What follows belongs to an exercise in optimizing a design on an open flow for small area and a short achievable clock period; a production flow would make more cautious choices. RTL that was checked went through simulation tests only; none was proved equivalent to the original.

// Correlation_32
module Correlation_32(
    input [31:0] Num_1,
    input [31:0] Num_2,
    input [31:0] Num_3,
    input [31:0] Num_4,
    input [31:0] Num_5,
    input [31:0] Num_6,
    input [31:0] Num_7,
    input [31:0] Num_8,
    input [31:0] Num_9,
    input [31:0] Num_10,
    input [31:0] Num_11,
    input [31:0] Num_12,
    input [31:0] Num_13,
    input [31:0] Num_14,
    input [31:0] Num_15,
    input [31:0] Num_16,
    input [31:0] Target_Num,
    input Clock,
    input Reset,
    output reg [3:0] Out_4
    );
clock: 50.0 ns
lec_check: 0
cap_margin: 20
core_margin: 2
core_utilization: 55
cts_buf_list: sky130_fd_sc_hd__clkbuf_2
slew_margin: 20
synth_hierarchical: 1
synth_minimum_keep_size: 0
standard.sh (not shown) runs the stock make flow with config.mk's settings and CLKGATE_MAP_FILE= SYNTH_SCRIPT=/design/flow/synth_recipe.tcl, a recipe that flattens the netlist after the stock synthesis.
==> flow/flow/run.sh <==
#!/bin/bash
# Standard ORFS layout (the standard.sh), with the port buffers made from the
# smallest buffer cell, and timing repair aiming for 32.9 ns of setup slack.
set -euo pipefail
export BUFFER_PORTS_ARGS="-buffer_cell sky130_fd_sc_hd__buf_1"
export SETUP_SLACK_MARGIN=32.9
bash standard.sh > standard.log 2>&1
The baseline passed the timing, DRC and antenna checks.
Next try:
CORE_UTILIZATION = 60   (was 55)
Count of clock-buffer cells in the layout is unchanged.
Synthesized area is unchanged.
Setup slack is better by 13 ps.
Worst hold slack stays flat.
First-iteration DRC count went up by about 28%.
Global-route usage rose by 3.1 points.
Via count went up by 2.9%.
Sequential cell count does not change.
Non-clock buffer count rose by 3.
Final area barely changes.
Next try:
--- a/flow/flow/run.sh
+++ b/flow/flow/run.sh
@@ -3 +3 @@
-# smallest buffer cell, and timing repair aiming for 32.9 ns of setup slack.
+# smallest buffer cell, and timing repair aiming for 32.7 ns of setup slack.
@@ -6 +6 @@
-export SETUP_SLACK_MARGIN=32.9
+export SETUP_SLACK_MARGIN=32.7
Result: Wire length falls by 0.40%; worst setup slack is worse by 170 ps; cell area falls by 0.57%; area after synthesis stays the same; global-route usage barely changes.
Next try:
--- a/flow/flow/run.sh
+++ b/flow/flow/run.sh
@@ -3 +3 @@
-# smallest buffer cell, and timing repair aiming for 32.7 ns of setup slack.
+# smallest buffer cell, and timing repair aiming for 33.2 ns of setup slack.
@@ -6 +6 @@
-export SETUP_SLACK_MARGIN=32.7
+export SETUP_SLACK_MARGIN=33.2
Outcome: Final area goes up by a little under a tenth; worst setup slack gains 340 ps; core utilization goes up by 5.1 points.

========
build 68:
Another version of the RTL of Correlation_32 (not shown whole).
Size: about 1500 cells after synthesis, about 4 flip-flops, about 550 I/O pins, about 0.018 mm2 of cells after synthesis.
Settings: LEC_CHECK=0, CAP_MARGIN=20, CORE_MARGIN=2, CORE_UTILIZATION=60, CTS_BUF_LIST=sky130_fd_sc_hd__clkbuf_2, SLEW_MARGIN=20, SYNTH_HIERARCHICAL=1, SYNTH_MINIMUM_KEEP_SIZE=0; clock period 50.0 ns.
==> flow/flow/run.sh <==
#!/bin/bash
# Standard ORFS layout (the standard.sh), with the port buffers made from the
# smallest buffer cell, and timing repair aiming for 32.5 ns of setup slack.
set -euo pipefail
export BUFFER_PORTS_ARGS="-buffer_cell sky130_fd_sc_hd__buf_1"
export SETUP_SLACK_MARGIN=32.5
bash standard.sh > standard.log 2>&1
Input changes introduced in build 2 (baseline for comparison: build 68):
- PLACE_DENSITY now 0.85, previously not set
### Flow results
- Build 2 finished all stages; the layout is clean.
- Build 2 ends up with lower worst setup slack than build 68 does.
- Reported for build 2 and build 68, count of sequential standard cells turned out identical to the last digit.
- Changes observed in build 2 relative to build 68: via count rose 461, fraction of the cycle the final worst path needs about even, total buffers and inverters traversed by the critical path fell 1, global-route usage rose 1.8 points.
- Post-route cell area was lower in build 68 than in build 2.
[inputs] build 13 vs build 2
- CORE_UTILIZATION changed from 60 to 65
- PLACE_DENSITY removed (was 0.85)
Findings:
Compared with build 2, build 13 shows a lower cell count.
Side by side, area added between synthesis and finish turned out lower in build 13 than in build 2.
In the route summary, build 13 ends up with a via count below that of build 2.
Comparing build 2 against build 13, there is no change at all in boundary pin count.
Buffer count excluding the clock tree in the final layout, build 13 and build 2: smaller value in build 2
STATUS worst setup slack: build 13 wins against build 2
Compared with build 2, build 13 ends up with less cell area.
Edits applied to the flow inputs when going from build 13 to build 66:
- CORE_UTILIZATION now 40, was 65
- CTS_BUF_LIST no longer set, was sky130_fd_sc_hd__clkbuf_2
- Global-route track usage on met3: build 66 lower than build 13
- Taking build 13 as the reference, in build 66 die height went up 45 um, critical path depth shows a reduction of about 4.3%.
- Compared with build 13, build 66 shows routed wire length that has gone up by a little under 10%.
- | number of fill cells | build 66 vs build 13 | about 110% higher |
- For build 13, the highest routing layer actually used was met5, unlike build 66, where it was met4.
- Going from build 13 to build 66, number of DRC markers after the initial detailed-route iteration down 313; normalized max-slew margin down 11 points; clock tree buffer count of the final layout flat; sequential cell count flat.

========
== build 14 ==
Another version of the RTL of Correlation_32 (not shown whole).
Size: about 1600 cells after synthesis, roughly 4 flip-flops, roughly 0.019 mm2 of cells after synthesis.
clock: 50.0 ns
lec_check: 0
cap_margin: 20
core_margin: 2
core_utilization: 40
slew_margin: 20
synth_hierarchical: 1
synth_minimum_keep_size: 0
==> flow/flow/run.sh <==
#!/bin/bash
# Standard ORFS layout (the standard.sh), with the port buffers made from the
# smallest buffer cell, and timing repair aiming for 34 ns of setup slack.
set -euo pipefail
export BUFFER_PORTS_ARGS="-buffer_cell sky130_fd_sc_hd__buf_1"
export SETUP_SLACK_MARGIN=34
bash standard.sh > standard.log 2>&1
diff inputs: build 14 => build 7
--- a/flow/flow/run.sh
+++ b/flow/flow/run.sh
@@ -3 +3 @@
-# smallest buffer cell, and timing repair aiming for 34 ns of setup slack.
+# smallest buffer cell, and timing repair aiming for 0 ns of setup slack.
@@ -6 +6 @@
-export SETUP_SLACK_MARGIN=34
+export SETUP_SLACK_MARGIN=0
==> comparison <==
Looking at the reports, build 7 completed the entire flow and the layout it produced met the timing, DRC and antenna checks. ~same sequential share of layout area in build 14 and build 7. Looking at build 14 and build 7, the well-tap cell count is a wash. Delta (build 7 minus build 14): routed wire length per instance went down by 3.2%; per-cell via count in the routed design moved down; area growth from synthesis to final layout down 14 points. Higher setup slack among build 14 and build 7: build 14.
What build 40 does differently from build 7 at the input level:
--- a/flow/flow/run.sh
+++ b/flow/flow/run.sh
@@ -3 +3 @@
-# smallest buffer cell, and timing repair aiming for 0 ns of setup slack.
+# smallest buffer cell, and timing repair aiming for 32 ns of setup slack.
@@ -6 +6 @@
-export SETUP_SLACK_MARGIN=0
+export SETUP_SLACK_MARGIN=32
Notes after the runs:
Build 40 gives less final period utilization than build 7 did. Build 40 vs. build 7: growth of design area from synthesis to finish went up by 0.76 points. On post-layout instance area, build 7 beats build 40. From build 7 to build 40 the numbers moved as follows: fmax rose about 2.5%, global router's overall resource usage saw little to no change. First-pass iteration count of the detailed router ended up 2 higher on build 40 than on build 7. Via count delta (build 40 -> build 7): insignificant. ~same detailed-route wire length in build 7 and build 40. The run showing the greater critical path depth is build 40.
Setup changes, build 40 to build 83
--- a/flow/flow/run.sh
+++ b/flow/flow/run.sh
@@ -3 +3 @@
-# smallest buffer cell, and timing repair aiming for 32 ns of setup slack.
+# smallest buffer cell, and timing repair aiming for 36 ns of setup slack.
@@ -6 +6 @@
-export SETUP_SLACK_MARGIN=32
+export SETUP_SLACK_MARGIN=36
[summary]
From build 40 to build 83, final number of setup-violating endpoints did not move at all.
In the reports for build 40 and build 83, the larger fill cell total of the finished layout belongs to build 40.
Taking build 40 as 1.0, build 83 lands at 1.11 on final instance area.
There was hardly any difference in fraction of standard cell area that is sequential between build 83 and build 40.
Build 83 against build 40: final critical-path required period decreased 640 ps; global-route usage increased 1.6 points; final worst-path setup slack increased 640 ps; routed wire length increased about 5%.
Between build 83 and build 40, it is build 83 whose maximum frequency is higher, by 3.8%.
Compared with build 40, build 83 shows number of optimization iterations in the first detailed-route pass higher by 2.
No functional check of the RTL was part of any run of this note.

========
Correlation_32 with an RTL version that a note above also has.
For scale: roughly 1500 cells after synthesis, roughly 4 flip-flops, ~550 I/O pins.
export LEC_CHECK = 0
export CAP_MARGIN = 20
export CORE_MARGIN = 2
export CORE_UTILIZATION = 60
export CTS_BUF_LIST = sky130_fd_sc_hd__clkbuf_2
export SLEW_MARGIN = 20
export SYNTH_HIERARCHICAL = 1
export SYNTH_MINIMUM_KEEP_SIZE = 0
create_clock -name core_clock -period 50.0 [get_ports {Clock}]
==> flow/flow/run.sh <==
#!/bin/bash
# Standard ORFS layout (the standard.sh), with the port buffers made from the
# smallest buffer cell, and timing repair aiming for 32.7 ns of setup slack.
set -euo pipefail
export BUFFER_PORTS_ARGS="-buffer_cell sky130_fd_sc_hd__buf_1"
export SETUP_SLACK_MARGIN=32.7
bash standard.sh > standard.log 2>&1
Change:
==> flow/flow/run.sh (replaced) <==
#!/bin/bash
# Standard ORFS layout (the standard.sh), with the port buffers made from the
# smallest buffer cell, and timing repair aiming for 32.5 ns of setup slack.
set -euo pipefail
export BUFFER_PORTS_ARGS="-buffer_cell sky130_fd_sc_hd__buf_1"
export SETUP_SLACK_MARGIN=32.5
export RECOVER_POWER=100
bash standard.sh > standard.log 2>&1
--- a/flow/config.mk
+++ b/flow/config.mk
@@ -9,5 +9,4 @@
 export CORE_MARGIN = 2
 export CORE_UTILIZATION = 60
-export CTS_BUF_LIST = sky130_fd_sc_hd__clkbuf_2
 export SLEW_MARGIN = 20
 export SYNTH_HIERARCHICAL = 1
Effect: With this change the flow finished but fails on capacitance limit, slew limit. Routed wire length drops by 1.5%. Maximum frequency is lower by 6.2%. Non-clock buffer count fell by 6. Design area came out lower by 1.8%. Count of clock-buffer cells in the layout stays the same. Hold slack degrades by 0.017 ns. Area after synthesis is unchanged.
Change:
--- a/flow/flow/run.sh
+++ b/flow/flow/run.sh
@@ -5,4 +5,3 @@
 export BUFFER_PORTS_ARGS="-buffer_cell sky130_fd_sc_hd__buf_1"
 export SETUP_SLACK_MARGIN=32.5
-export RECOVER_POWER=100
 bash standard.sh > standard.log 2>&1
--- a/flow/config.mk
+++ b/flow/config.mk
@@ -7,6 +7,8 @@
 export LEC_CHECK = 0
 export CAP_MARGIN = 20
+export CORE_ASPECT_RATIO = 0.3
 export CORE_MARGIN = 2
-export CORE_UTILIZATION = 60
+export CORE_UTILIZATION = 75
+export CTS_BUF_LIST = sky130_fd_sc_hd__clkbuf_2
 export SLEW_MARGIN = 20
 export SYNTH_HIERARCHICAL = 1
Effect: With this change the flow completed with no timing, DRC or antenna violations; area after synthesis stays the same; global-route usage rose by 16 points; core utilization rose by 19 points; setup slack improves by 0.86 ns; critical path depth is unchanged; synthesized cell count does not change; via count rose by about 14%.
Change:
--- a/flow/config.mk
+++ b/flow/config.mk
@@ -7,8 +7,6 @@
 export LEC_CHECK = 0
 export CAP_MARGIN = 20
-export CORE_ASPECT_RATIO = 0.3
 export CORE_MARGIN = 2
-export CORE_UTILIZATION = 75
-export CTS_BUF_LIST = sky130_fd_sc_hd__clkbuf_2
+export CORE_UTILIZATION = 80
 export SLEW_MARGIN = 20
 export SYNTH_HIERARCHICAL = 1
=> With this change the flow failed in 3_2_place_iop; area after synthesis does not change; synthesized cell count is unchanged.

## static timing again, ports no longer ideal
Ports are ideal in the flow. The routed layouts listed here were re-timed in OpenROAD. Step 1 sets driving cells, clkbuf_16 on the clock port and buf_2 on the other inputs (assumed; they add their load-dependent delay and slew). Step 2 times the ports against the registers' clock, not the clock port: input delays grow and output delays shrink by t, the midpoint of the rising clock arrivals with the driver on. Slacks: ideal ports / drivers / drivers and shift; pairs: ideal ports / drivers.
| run | t, ns | setup WS [ns] | worst register clock-pin slew, ns |
|---|---|---|---|
| the first run of note 1 | 0.246 | 33.125 / 33.116 / 32.869 | 0.08 / 0.08 |
| the second run of note 1 | 0.236 | 33.137 / 33.106 / 32.870 | 0.05 / 0.05 |
| the third run of note 1 | 0.235 | 32.963 / 32.959 / 32.724 | 0.05 / 0.05 |
| the fourth run of note 1 | 0.237 | 33.306 / 33.248 / 33.011 | 0.05 / 0.05 |
| build 68 | 0.241 | 32.665 / 32.666 / 32.425 | 0.05 / 0.05 |
| build 2 | 0.228 | 32.622 / 32.600 / 32.372 | 0.04 / 0.04 |
| build 13 | 0.232 | 32.665 / 32.663 / 32.431 | 0.05 / 0.05 |
| build 66 | 0.264 | 32.673 / 32.667 / 32.403 | 0.03 / 0.03 |
| build 14 | 0.258 | 32.946 / 32.951 / 32.694 | 0.03 / 0.03 |
| build 7 | 0.263 | 31.858 / 31.875 / 31.612 | 0.03 / 0.03 |
| build 40 | 0.264 | 32.301 / 32.246 / 31.982 | 0.03 / 0.03 |
| build 83 | 0.258 | 32.946 / 32.951 / 32.694 | 0.03 / 0.03 |
| the first run of note 4 | 0.240 | 32.782 / 32.756 / 32.515 | 0.05 / 0.05 |
| the second run of note 4 | 0.263 | 31.650 / 31.641 / 31.378 | 0.03 / 0.03 |
| the third run of note 4 | 0.230 | 32.505 / 32.471 / 32.240 | 0.06 / 0.06 |
For build 40, which loses most, drivers alone change the setup slack by -0.055 ns; drivers and shift together by -0.319 ns.
